Source: an optimization exercise on an open RTL-to-GDS flow (aim: small area and a short achievable clock period). Production flows keep margins and buffers that such runs may drop. The RTL was checked by simulation tests, not by an equivalence proof against the original design. In run 3 the design's own scripts or RTL, not TritonCTS, make the clock network. The flow treats the clock pin as an ideal source. Dropping or thinning the clock tree relies on that and would not hold on a real chip.

==> flow/design.v (outline; a module is shown in full before it is edited, if it fits) <==
// module multiplier_comb_reg: 20 lines
// module multiplier_comb: 2734 lines
// module mc_bseln: 6 lines
// module mc_bsel: 6 lines
// module mc_xnor2: 6 lines
// module mc_xor2: 6 lines
// module mc_xor3: 6 lines
// module mc_inv: 6 lines
// module mc_fa: 7 lines
// module mc_ha: 7 lines
// module mc_nand2: 6 lines
// module mc_nand2b: 6 lines
// module mc_nor2b: 6 lines
// module mc_nand3: 6 lines
// module mc_or2: 6 lines
// module mc_nor2: 6 lines
// module mc_o21ai: 6 lines
// module mc_a21oi: 6 lines
module multiplier_comb_reg (
    input  logic        CLK_i,
    input  logic [31:0] DIN1_i,
    input  logic [31:0] DIN2_i,
    output logic [63:0] DOUT_o
);
  // ...
==> flow/flow/run.sh <==
#!/bin/bash
# Own layout flow: the standard ORFS flow (standard.sh: the standard
# synthesis, floorplan, power grid, placement, CTS and routing) with three
# changes:
#  1. between synthesis and floorplan, flow/post_synth.py re-sizes cells in the
#     synthesized netlist (drive strengths only; cell functions and flip-flop
#     cell types and names are kept);
#  2. the port buffers that buffer_ports inserts are plain buf_1 cells rather
#     than the clock-delay cells it picks by default;
#  3. clock_tree_synthesis keeps its default arguments but builds the tree
#     from a clkbuf_16 root and clkbuf_8 buffers below it (a balanced tree as
#     before, with smaller buffers).
set -euo pipefail
R=orfs/results/sky130hd/multiplier_comb_reg/base
bash standard.sh synth > synth.log 2>&1
cp $R/1_2_yosys.v synth_netlist_orig.v
python3 flow/post_synth.py $R/1_2_yosys.v > post_synth.log 2>&1
diff synth_netlist_orig.v $R/1_2_yosys.v > post_synth.diff || true
touch $R/1_2_yosys.v
bash standard.sh \
  "BUFFER_PORTS_ARGS=-buffer_cell sky130_fd_sc_hd__buf_1" \
  "CTS_ARGS=-sink_clustering_enable -repair_clock_nets -root_buf sky130_fd_sc_hd__clkbuf_16 -buf_list sky130_fd_sc_hd__clkbuf_8" \
  finish > layout.log 2>&1
==> flow/flow/post_synth.py <==
#!/usr/bin/env python3
"""Re-size cells in the standard synthesis netlist before the layout.

Only drive strengths change: every cell keeps its function, and every
flip-flop keeps its name and its cell type (dfxtp).
- Combinational cells that ABC's speed script up-sized go back to their
  smallest drive strength (the problem's period puts no pressure on them);
  repair_design later re-sizes any that need it for slew or capacitance.
- The operand flip-flops, which drive many partial-product gates each, get
  drive strength 2, so repair_design need not buffer their outputs.
- Inverters that drive eight or more pins become inv_2 (same area as inv_1).
Usage: post_synth.py NETLIST (edited in place)."""
import re, sys
from collections import Counter

path = sys.argv[1]
txt = open(path).read()
OUT_PINS = {"X", "Y", "Q", "Q_N", "SUM", "COUT", "HI", "LO"}
cell_re = re.compile(r"(\n\s*)(sky130_fd_sc_hd__\w+)(\s+)(\S+)(\s*\()(.*?)(\);)", re.S)
pin_re = re.compile(r"\.(\w+)\(([^()]*)\)")
fanout = Counter()
for m in cell_re.finditer(txt):
    for p, n in pin_re.findall(m.group(6)):
        if p not in OUT_PINS and n.strip():
            fanout[n.strip()] += 1
small = set(("a21oi a21boi a22oi a211oi o211ai o21ai nor2b nand2b nor2 nand2 nor3 nand3 "
             "xor2 xnor2 o22ai a21o o21a or2 and2").split())
stats = Counter()
def fix(m):
    typ, name, body = m.group(2), m.group(4), m.group(6)
    base = re.match(r"sky130_fd_sc_hd__(\w+?)_(\d+)$", typ)
    new = typ
    if base:
        kind, size = base.group(1), base.group(2)
        outs = [n.strip() for p, n in pin_re.findall(body) if p in OUT_PINS]
        fo = max([fanout[o] for o in outs] + [0])
        if kind in small and size in ("2", "4", "8"):
            new = f"sky130_fd_sc_hd__{kind}_1"
            stats["down-sized"] += 1
        elif kind == "dfxtp" and size == "1" and re.match(r"\\din[12]_q\[\d+\]\$_DFF_P_$", name):
            new = "sky130_fd_sc_hd__dfxtp_2"
            stats["operand flip-flops to dfxtp_2"] += 1
        elif kind == "inv" and size == "1" and fo >= 8:
            new = "sky130_fd_sc_hd__inv_2"
            stats["inverters to inv_2"] += 1
    return m.group(1) + new + m.group(3) + name + m.group(5) + body + m.group(7)
txt = cell_re.sub(fix, txt)
open(path, "w").write(txt)
print("post_synth:", dict(stats))
==> flow/standard.sh <==
#!/bin/bash
# synth_recipe.tcl (not shown) runs the flow's synth.tcl, then flattens the netlist and writes it again
# the make line also repeats each setting of config.mk as NAME=value (left out here)
make -C /OpenROAD-flow-scripts/flow DESIGN_CONFIG=/design/flow/config.mk WORK_HOME=/design/flow/orfs CLKGATE_MAP_FILE= SYNTH_SCRIPT=/design/flow/synth_recipe.tcl "${@:-finish}"
==> flow/config.mk <==
export PLATFORM = sky130hd
export DESIGN_NAME = multiplier_comb_reg
export DESIGN_NICKNAME = multiplier_comb_reg
export VERILOG_FILES = /design/flow/design.v
export SDC_FILE = /design/flow/constraint.sdc
export NUM_CORES = 4
export LEC_CHECK = 0
export CAP_MARGIN = 20
export CORE_MARGIN = 2
export CORE_UTILIZATION = 60
export SLEW_MARGIN = 20
export SYNTH_HIERARCHICAL = 1
==> flow/constraint.sdc <==
create_clock -name core_clock -period 44.0 [get_ports {CLK_i}]
set_input_delay 8.8000 -clock core_clock [delete_from_list [all_inputs] [get_ports {CLK_i}]]
set_output_delay 8.8000 -clock core_clock [all_outputs]
set_load 0.01 [all_outputs]
==> run notes, run 1 <==
* Outcome: timing/DRC/antenna clean
* Row cnt at 70
* Hold Crit Start: din2_q[1]
* Cells after DPL at 2,647
* Synthesized area at 22,170 um^2
* Number of flops mapped to enable cells by yosys at 0
* Area share of and/or/nand/nor cells after synthesis at 0.02929
* Post-synth top flop: dfxtp_1
* Post-synthesis mux area share at 0
* Post-place setup slack at 34,740 ps
* Highest metal used: met4
* Area after DPL at 23,250 um^2
* Chip height at 196.2 um
* Setup ws final at 34,290 ps
* FILL cells at 3,075
* Post-route minimum period at 9714 ps
* Port Buffer Count at 128
* Storage element area at 2643 um^2
* Largest net degree at the start of global routing at 35
* Most Crowded Layer GR: met2
* Reg2reg end: DOUT_o[61]
==> inputs of run 2 (changes only) <==
--- a/flow/flow/run.sh
+++ b/flow/flow/run.sh
@@ -9,7 +9,7 @@
 #     than the clock-delay cells it picks by default;
 #  3. clock_tree_synthesis keeps its default arguments but builds the tree
 #     from a clkbuf_16 root and clkbuf_8 buffers below it (a balanced tree as
-#     before, with smaller buffers).
+#     before, with smaller buffers, and without dummy load cells).
 set -euo pipefail
 R=orfs/results/sky130hd/multiplier_comb_reg/base
 bash standard.sh synth > synth.log 2>&1
@@ -19,5 +19,5 @@
 touch $R/1_2_yosys.v
 bash standard.sh \
   "BUFFER_PORTS_ARGS=-buffer_cell sky130_fd_sc_hd__buf_1" \
-  "CTS_ARGS=-sink_clustering_enable -repair_clock_nets -root_buf sky130_fd_sc_hd__clkbuf_16 -buf_list sky130_fd_sc_hd__clkbuf_8" \
+  "CTS_ARGS=-sink_clustering_enable -repair_clock_nets -root_buf sky130_fd_sc_hd__clkbuf_16 -buf_list sky130_fd_sc_hd__clkbuf_8 -dont_use_dummy_load" \
   finish > layout.log 2>&1
==> run 2 against run 1 <==
Compared with the run above: still clean; register-to-register slack barely moved; clock skew up 5.5 ps; non-clock buffer count did not move; setup slack better by 20 ps; critical path depth did not move; routed wire length fell by 0.38%; flip-flop and latch count unchanged; area after synthesis stayed put; critical path type unchanged; critical endpoint is now DOUT_o[40]; highest routed layer unchanged.
==> run notes, run 2 <==
* Outcome: timing/DRC/antenna clean
* Initial core utilization at 0.6069
* Crit path cell chain: buf_1
* Yosys stat area at 22,210 um^2
* Tightest Hold Check Type: register to register
* Die ar. at 38,500 um^2
* Crit Path Class: register to output pin
* Post-route minimum period at 9694 ps (-19.90 ps)
* Critical path launch point type: register
* Mapped Nets at 2,607
* CP startpoint: DOUT_o[40]
* Flip-flop and latch count after synthesis at 128
* Crit path capture type: output pin
* Mean Syn Cell Area at 10.82 um^2
* I/O pin count at 129
* Largest regs: DOUT_o: 64 flops, din1_q: 32 flops, din2_q: 32 flops
* Chip height at 196.2 um (unchanged)
* Fmax at 103.2 MHz
* Cts repair resizes at 0
* Hpwl dp at 53,650 um
* Vias per cell at 6.923
* Share of the synthesized area in the top cell type at 0.4119
* YS warnings at 7
* WL final at 73,130 um
* Row cnt at 70 (unchanged)
* Area after DPL at 23,250 um^2 (unchanged)
* Clk pin slew, worst setup/hold paths at 80 ps
* Worst r2r src: din2_q[1]
* Unique masters post-synth at 14
* Antenna violations before repair at 0
* Slew margin rel. at 0.3755
* Hold Crit Start: din2_q[1]
* CP max FO at 1
* WHS Endpoint: DOUT_o[0]
* Count leader, synth: o22ai_1
* Largest net degree at the start of global routing at 35 (unchanged)
* Area leader, netlist: fa_1
* Final setup fails at 0
* TritonCTS clock tree: yes
* Area growth, synth to finish at 6.017%
* CORE AREA at 36,520 um^2
* Register-to-register setup slack at 35,120 ps
* Commonest non-fill, non-tap cells in the layout: 513 x o22ai_1, 457 x fa_1, 315 x xnor2_1, 302 x xor2_1, 128 x buf_1
* Initial drt markers at 2,247
* Synth top cells by count: 513 x o22ai_1, 457 x fa_1, 315 x xnor2_1
* Final Cell Area at 23,500 um^2
* Multi-input logic area at 19,230 um^2
* FILL cells at 3,090 (+0.49%)
* Port Buffer Count at 128 (unchanged)
* DR DRC count at 0
* CP bufs+invs at 1
* Max Cap Viol at 0
* # hold bufs at CTS at 0
* RSZ-0062 raised after global routing: false
* Reg2reg end: DOUT_o[61]
* Critical Path RT at 35,200 ps
* Ranking of synthesized cells by area: fa_1 41%, o22ai_1 14%, xnor2_1 12%
* Grt ovf at 0
* Worst Skew at 35.95 ps
* Synthesized area at 22,170 um^2 (unchanged)
* Tcrit/Tclk final at 0.2203
* Nets@finish at 2,757
* Post-synthesis sequential area ratio at 0.1154
* Total CTS buffers at 17
* Number of flops mapped to enable cells by yosys at 0 (unchanged)
* Layout cells sized above 1 at 0.06011
* Post-synth top flop: dfxtp_1
* Setup bufs post-CTS at 0
* Clk sinks at 128
* Clock Latency Late Sink at 410 ps
* Syn Inst Count at 2,048
* Hold path depth at 1
* Total Routing Usage GR at 0.3927
* Async SR Flop Fraction at 0
* First-pass GRT wire length at 112,800 um
* First-pass DRT Iterations at 6
* Slowest stage delay, CP at 330 ps
* Slew at the pin with the worst max-slew slack at 936.8 ps
* Max Slew Vio Count at 0
* Worst EP arrival at 890 ps
* Commonest non-fill, non-tap cell in the layout: o22ai_1
* Vias in the first global route at 19,256
* Routed vias at 18,442
* # diodes at 0
* Slowest stage cell, crit path: dfxtp_1
* Cell family with most CP delay: flip-flops
* Gpl congestion at 0.9273
* Setup TNS at 0 ps
* Die W at 196.2 um
* FF-to-FF path depth at 42
* Number of nets still failing antenna checks after routing at 0
* Hold Vio Cnt, Final at 0
* Top reg by flops: DOUT_o
* Max reg flops at 64
* Storage element area at 2643 um^2 (unchanged)
* DR WL/cell at 27.45 um
## run 2: how the worst max path moves through the flow
stage                 end  slack (ps)  cells past startpoint
2_1_floorplan   DOUT_o[0]       34870                      0
3_3_place_gp   DOUT_o[41]       34760                      1
3_5_place_dp    DOUT_o[5]       34740                      1
4_1_cts        DOUT_o[40]       34280                      1
5_1_grt        DOUT_o[38]       34270                      1
6_report       DOUT_o[40]       34310                      1
## run 2: Yosys stat by module, one instance, submodules excluded, excerpt
module	cells	area, um^2
mc_a21oi	1	8.758
mc_bsel	1	6.256
mc_bseln	1	8.758
mc_fa	1	20.02
mc_ha	1	12.51
mc_inv	1	3.754
mc_nand2	1	3.754
mc_nand3	1	5.005
mc_nor2	1	3.754
mc_o21ai	1	5.005
mc_or2	1	6.256
mc_xnor2	1	8.758
## run 2: cells by family (layout without fill, tap and decap cells)
| logic type | Yosys count | after routing | share of synthesized area |
|---|---|---|---|
| and+or+nand+nor | 159 | 159 | 0.02929 |
| adders and majority gates | 494 | 494 | 0.4328 |
| buffers and inverters | 78 | 226 | 0.01318 |
| DFF | 128 | 128 | 0.1154 |
| xor gates and xnor gates | 617 | 617 | 0.2433 |
| AOI/OAI and AO/OA | 572 | 572 | 0.1661 |
## run 2: per-stage QoR
stage | util | std cells | hold slack (ps) | worst slack [ps]
2_1_floorplan | - | 2048 | 797.2 | 34870
3_3_place_gp | 0.6367 | 2647 | 886.6 | 34760
4_1_cts | 0.6434 | 2664 | 906.6 | 34280
5_1_grt | 0.6434 | 2664 | 937.4 | 34270
6_report | 0.6434 | 2664 | 908.5 | 34310
3_5_place_dp | 0.6367 | 2647 | 896.2 | 34740
## run 2: layer usage
layer | vias up | share of wire | track usage | routed length, um
li1 | 7618 | - | - | -
met1 | 9246 | 0.38 | 0.5018 | 27580
met2 | 1316 | 0.46 | 0.6120 | 33310
met3 | 262 | 0.12 | 0.1217 | 8665
met4 | 0 | 0.049 | 0.1877 | 3580
met5 | - | 0 | 0 | 0
## run 2: area by class of cell
type	count	share of cell area
timing repair buffer	131	0.02140
inverter	78	0.01246
tap	468	0.02492
multi-input combinational	1842	0.8183
clock buffer	17	0.01044
sequential	128	0.1124
==> inputs of run 3 (changes only) <==
--- a/flow/flow/run.sh
+++ b/flow/flow/run.sh
@@ -7,9 +7,11 @@
 #     cell types and names are kept);
 #  2. the port buffers that buffer_ports inserts are plain buf_1 cells rather
 #     than the clock-delay cells it picks by default;
-#  3. clock_tree_synthesis keeps its default arguments but builds the tree
-#     from a clkbuf_16 root and clkbuf_8 buffers below it (a balanced tree as
-#     before, with smaller buffers, and without dummy load cells).
+#  3. at the end of the CTS step (POST_CTS_TCL hook), flow/cts_post.tcl
+#     replaces the H-tree that clock_tree_synthesis built with a balanced
+#     two-level tree: the clock port drives 4 clkbuf_16 buffers, each of which
+#     drives 2 clkbuf_16 leaf buffers, each driving the flip-flops of one
+#     region. Every flip-flop gets its clock through the same two buffer levels.
 set -euo pipefail
 R=orfs/results/sky130hd/multiplier_comb_reg/base
 bash standard.sh synth > synth.log 2>&1
@@ -19,5 +21,5 @@
 touch $R/1_2_yosys.v
 bash standard.sh \
   "BUFFER_PORTS_ARGS=-buffer_cell sky130_fd_sc_hd__buf_1" \
-  "CTS_ARGS=-sink_clustering_enable -repair_clock_nets -root_buf sky130_fd_sc_hd__clkbuf_16 -buf_list sky130_fd_sc_hd__clkbuf_8 -dont_use_dummy_load" \
+  "POST_CTS_TCL=$PWD/flow/cts_post.tcl" \
   finish > layout.log 2>&1
==> flow/flow/clock_tree.tcl (new file) <==
proc my_tree_split {insts axis} {
  set keyed {}
  foreach i $insts {
    set loc [$i getLocation]
    lappend keyed [list [lindex $loc $axis] $i]
  }
  set keyed [lsort -integer -index 0 $keyed]
  set h [expr {[llength $keyed] / 2}]
  set a {}
  set b {}
  set k 0
  foreach e $keyed {
    if {$k < $h} { lappend a [lindex $e 1] } else { lappend b [lindex $e 1] }
    incr k
  }
  return [list $a $b]
}

proc my_centroid {insts} {
  set sx 0
  set sy 0
  foreach i $insts {
    set loc [$i getLocation]
    set sx [expr {$sx + [lindex $loc 0]}]
    set sy [expr {$sy + [lindex $loc 1]}]
  }
  set n [llength $insts]
  return [list [expr {$sx / $n}] [expr {$sy / $n}]]
}

# split a list of instances into n groups (n a power of two), alternating axes
proc my_groups {insts n axis} {
  set groups [list $insts]
  while {[llength $groups] < $n} {
    set ng {}
    foreach g $groups { foreach h [my_tree_split $g $axis] { lappend ng $h } }
    set groups $ng
    set axis [expr {1 - $axis}]
  }
  return $groups
}

proc my_power {block inst} {
  foreach it [$inst getITerms] {
    set sig [[$it getMTerm] getSigType]
    if {$sig eq "POWER"} { $it connect [$block findNet VDD] }
    if {$sig eq "GROUND"} { $it connect [$block findNet VSS] }
  }
}

proc my_clock_tree2 {nroot nsub rootcell leafcell} {
  set db [ord::get_db]
  set block [ord::get_db_block]
  set clk [$block findNet CLK_i]
  set ffs {}
  foreach inst [$block getInsts] {
    if {[string match sky130_fd_sc_hd__df* [[$inst getMaster] getName]]} { lappend ffs $inst }
  }
  # remove the cells clock_tree_synthesis added: every cell on a clknet_* net
  # but the flip-flops (its buffers and its dummy loads)
  foreach ff $ffs { [$ff findITerm CLK] disconnect }
  set old {}
  foreach net [$block getNets] {
    if {[string match clknet_* [$net getName]]} {
      foreach it [$net getITerms] { lappend old [$it getInst] }
    }
  }
  foreach it [$clk getITerms] { lappend old [$it getInst] }
  set old [lsort -unique $old]
  set oldnets {}
  foreach inst $old {
    foreach it [$inst getITerms] {
      set n [$it getNet]
      if {$n ne "NULL" && [$n getName] ne "CLK_i" && [$n getSigType] ne "POWER" && [$n getSigType] ne "GROUND"} { lappend oldnets $n }
    }
    odb::dbInst_destroy $inst
  }
  foreach n [lsort -unique $oldnets] {
    if {[llength [$n getITerms]] == 0 && [llength [$n getBTerms]] == 0} { odb::dbNet_destroy $n }
  }
  foreach net [$block getNets] {
    if {[string match clknet_* [$net getName]]} { puts "my_clock_tree: net [$net getName] left with [llength [$net getITerms]] pins" }
  }
  set rmaster [$db findMaster $rootcell]
  set lmaster [$db findMaster $leafcell]
  set r 0
  set l 0
  foreach rg [my_groups $ffs $nroot 0] {
    set rnet [odb::dbNet_create $block my_clk_r$r]
    $rnet setSigType CLOCK
    set leaves {}
    foreach lg [my_groups $rg $nsub [expr {$nroot == 2 ? 1 : 0}]] {
      set net [odb::dbNet_create $block my_clk_l$l]
      $net setSigType CLOCK
      set buf [odb::dbInst_create $block $lmaster my_clkbuf_l$l]
      set c [my_centroid $lg]
      $buf setLocation [lindex $c 0] [lindex $c 1]
      $buf setPlacementStatus PLACED
      my_power $block $buf
      [$buf findITerm A] connect $rnet
      [$buf findITerm X] connect $net
      foreach ff $lg { [$ff findITerm CLK] connect $net }
      lappend leaves $buf
      incr l
    }
    set root [odb::dbInst_create $block $rmaster my_clkbuf_r$r]
    set c [my_centroid $leaves]
    $root setLocation [lindex $c 0] [lindex $c 1]
    $root setPlacementStatus PLACED
    my_power $block $root
    [$root findITerm A] connect $clk
    [$root findITerm X] connect $rnet
    incr r
  }
  puts "my_clock_tree: [llength $ffs] flip-flops, [llength $old] old clock cells removed, $r root and $l leaf buffers"
}
==> flow/flow/cts_post.tcl (new file) <==
# POST_CTS_TCL hook: rebuild the clock tree as a balanced two-level tree
# (see clock_tree.tcl), then legalize the new buffers.
source [file join [file dirname [info script]] clock_tree.tcl]
my_clock_tree2 4 2 sky130_fd_sc_hd__clkbuf_16 sky130_fd_sc_hd__clkbuf_16
detailed_placement
check_placement -verbose
estimate_parasitics -placement
report_clock_latency
==> run 3 against run 2 <==
Compared with the run above: die area unchanged; critical path type unchanged; cell count down 0.19%; setup slack improved by 95 ps; routed wire length is 0.58% higher; critical endpoint is now DOUT_o[5]; critical path depth unchanged; sequential share of layout area about the same; largest cell class unchanged; global-route usage fell by 0.17 points.
==> run notes, run 3 <==
* Post-route minimum period at 9599 ps (-95.20 ps)
* FILL cells at 3,054 (-1.2%)
* Slew at the pin with the worst max-slew slack at 959.8 ps (+22.98 ps)
* Final std cells w/o fill at 2,659 (-0.19%)
* Share of the synthesized area in the top cell type at 0.4119 (unchanged)
* First-pass DRT Iterations at 9 (+3)
* RSZ-0062 raised after global routing: false
* Mean Syn Cell Area at 10.82 um^2 (unchanged)
* Top reg by flops: DOUT_o
* Die ar. at 38,500 um^2 (unchanged)
* Critical Path RT at 35,200 ps (about the same)
* Ranking of synthesized cells by area: fa_1 41%, o22ai_1 14%, xnor2_1 12%
* Post-synthesis sequential area ratio at 0.1154 (unchanged)
* Initial drt markers at 2,355 (+4.8%)
* DR DRC count at 0 (unchanged)
* Max reg flops at 64 (unchanged)
* Initial core utilization at 0.6069 (unchanged)
* Slowest stage cell, crit path: dfxtp_1
* Hpwl dp at 53,650 um (unchanged)
* Largest net degree at the start of global routing at 35 (unchanged)
* Post-place setup slack at 34,740 ps (unchanged)
* Setup ws final at 34,400 ps (+95.20 ps)
* Crit Path Class: register to output pin
* Max Slew Vio Count at 0 (unchanged)
* Port Buffer Count at 128 (unchanged)
* Number of flops mapped to enable cells by yosys at 0 (unchanged)
* Slew margin rel. at 0.3602 (-0.01532)
* Clk pin slew, worst setup/hold paths at 100 ps (+20 ps)
* I/O pin count at 129 (unchanged)
* Slowest stage delay, CP at 330 ps (about the same)
* Fmax at 104.2 MHz (+0.99%)
* Hold Vio Cnt, Final at 0 (unchanged)
* Largest regs: DOUT_o: 64 flops, din1_q: 32 flops, din2_q: 32 flops
* Final setup fails at 0 (unchanged)
* YS warnings at 7 (unchanged)
* Crit path cell chain: buf_1
* Grt ovf at 0 (unchanged)
* Flip-flop and latch count after synthesis at 128 (unchanged)
* Count leader, synth: o22ai_1
* Commonest non-fill, non-tap cells in the layout: 513 x o22ai_1, 457 x fa_1, 315 x xnor2_1, 302 x xor2_1, 128 x buf_1
* Vias per cell at 6.906 (-0.25%)
* Nets@finish at 2,752 (-0.18%)
* Setup TNS at 0 ps (unchanged)
* Antenna violations before repair at 0 (unchanged)
* Tightest Hold Check Type: register to register
* Worst Skew at 61.30 ps (+25.34 ps)
* Cells after DPL at 2,647 (unchanged)
* WL final at 73,560 um (+0.58%)
* Final Cell Area at 23,560 um^2 (+0.23%)
* CP max FO at 1 (unchanged)
* Area after DPL at 23,250 um^2 (unchanged)
* Worst EP arrival at 800 ps (-90 ps)
* Mapped Nets at 2,607 (unchanged)
* Routed vias at 18,362 (-0.43%)
* Crit path capture type: output pin
* Total Routing Usage GR at 0.3910 (-0.001663)
* Commonest non-fill, non-tap cell in the layout: o22ai_1
* Outcome: timing/DRC/antenna clean
* FF-to-FF path depth at 42 (unchanged)
* Post-synth top flop: dfxtp_1
* Async SR Flop Fraction at 0 (unchanged)
* # diodes at 0 (unchanged)
* Cell family with most CP delay: flip-flops
* Unique masters post-synth at 14 (unchanged)
* Number of nets still failing antenna checks after routing at 0 (unchanged)
* Area leader, netlist: fa_1
* CP Depth at 1 (unchanged)
* Max Cap Viol at 0 (unchanged)
* Clock Latency Late Sink at 320 ps (-90 ps)
* Synthesized area at 22,170 um^2 (unchanged)
* Die W at 196.2 um (unchanged)
* Row cnt at 70 (unchanged)
* Chip height at 196.2 um (unchanged)
* First-pass GRT wire length at 113,100 um (+0.34%)
* Layout cells sized above 1 at 0.05796 (-0.002145)
* Gpl congestion at 0.9273 (unchanged)
* Synth top cells by count: 513 x o22ai_1, 457 x fa_1, 315 x xnor2_1
* CP bufs+invs at 1 (unchanged)
* Hold path depth at 1 (unchanged)
* Area growth, synth to finish at 6.266%
* Clk sinks at 128 (unchanged)
* Vias in the first global route at 19,297 (+0.21%)
* Syn Inst Count at 2,048 (unchanged)
* DR WL/cell at 27.66 um (+0.77%)
* CORE AREA at 36,520 um^2 (unchanged)
* Critical path launch point type: register
* Tcrit/Tclk final at 0.2182 (-0.002164)
* Yosys stat area at 22,210 um^2 (unchanged)
## run 3: cell counts after synthesis
No cell type changed its count.
## run 3: cell type report
| cell class | count | area (um^2) | share of cell area |
|---|---|---|---|
| Multi-Input combinational cell | 1842 | 19230 | 0.8164 |
| Sequential cell | 128 | 2643 | 0.1122 |
| Tap cell | 468 | 585.6 | 0.02486 |
| Timing Repair Buffer | 131 | 503.0 | 0.02135 |
| Buffer | 12 | 300.3 | 0.01275 |
| Inverter | 78 | 292.8 | 0.01243 |
## run 3: cell families after synthesis
group | after synthesis | synth area share
AOI/OAI and AO/OA | 572 | 0.1661
adders and majority gates | 494 | 0.4328
DFF | 128 | 0.1154
buffers and inverters | 78 | 0.01318
xor gates and xnor gates | 617 | 0.2433
and+or+nand+nor | 159 | 0.02929
## run 3: path summary, 6_finish.rpt
path,end,startpoint,slack (ps)
max,DOUT_o[5],DOUT_o[5],34400
min,DOUT_o[0],din2_q[1],960
max reg2reg,DOUT_o[61],din2_q[1],35070
min reg2reg,DOUT_o[0],din2_q[1],960
## run 3: stage by stage
stage	hold WS (ps)	util
after floorplan	797.2	-
after global placement	886.6	0.6367
after detailed placement	896.2	0.6367
after global routing	985.7	0.6449
final	963.0	0.6449
## run 3: per-layer routing
layer,up-vias,wire length [um],global-route usage,share of wire
li1,7594,-,-,-
met1,9227,27490,0.4994,0.37
met2,1299,33870,0.6215,0.46
met3,242,8626,0.1124,0.12
met4,0,3569,0.1762,0.049
met5,-,0,0,0
## run 3: modules after synthesis (local to each module, per instance), a selection
| module | area, um^2 | flops+latches | cells inside |
|---|---|---|---|
| mc_a21oi | 8.758 | 0 | 1 |
| mc_bsel | 6.256 | 0 | 1 |
| mc_bseln | 8.758 | 0 | 1 |
| mc_fa | 20.02 | 0 | 1 |
| mc_ha | 12.51 | 0 | 1 |
| mc_inv | 3.754 | 0 | 1 |
| mc_nand2 | 3.754 | 0 | 1 |
| mc_nand3 | 5.005 | 0 | 1 |
| mc_nor2 | 3.754 | 0 | 1 |
| mc_o21ai | 5.005 | 0 | 1 |
| mc_or2 | 6.256 | 0 | 1 |
| mc_xnor2 | 8.758 | 0 | 1 |
| mc_xor2 | 8.758 | 0 | 1 |
| multiplier_comb_reg | 2562 | 128 | 128 |

## port drivers added, routing unchanged
Ports are ideal in the flow. The routed layouts listed here were re-timed in OpenROAD. Step 1 assumes that a clkbuf_16 drives the clock port and a buf_2 every other input. Step 2 also shifts input and output timing later by t, the mid clock arrival at the registers, as if the neighbouring blocks saw the same clock. Three values: ideal, step 1, step 2; two values: the first two.
| run | shift t [ns] | slack for setup (ns) | latest minus earliest clock arrival (ns) | cell pins on the clock port's net |
|---|---|---|---|---|
| run 1 | 0.471 | 34.286 / 34.226 / 34.697 | 0.031 / 0.030 | 1 |
| run 2 | 0.448 | 34.306 / 34.250 / 34.698 | 0.036 / 0.036 | 1 |
| run 3 | 0.403 | 34.401 / 34.286 / 34.689 | 0.061 / 0.060 | 4 |
After both steps setup and hold are still met in every run listed.
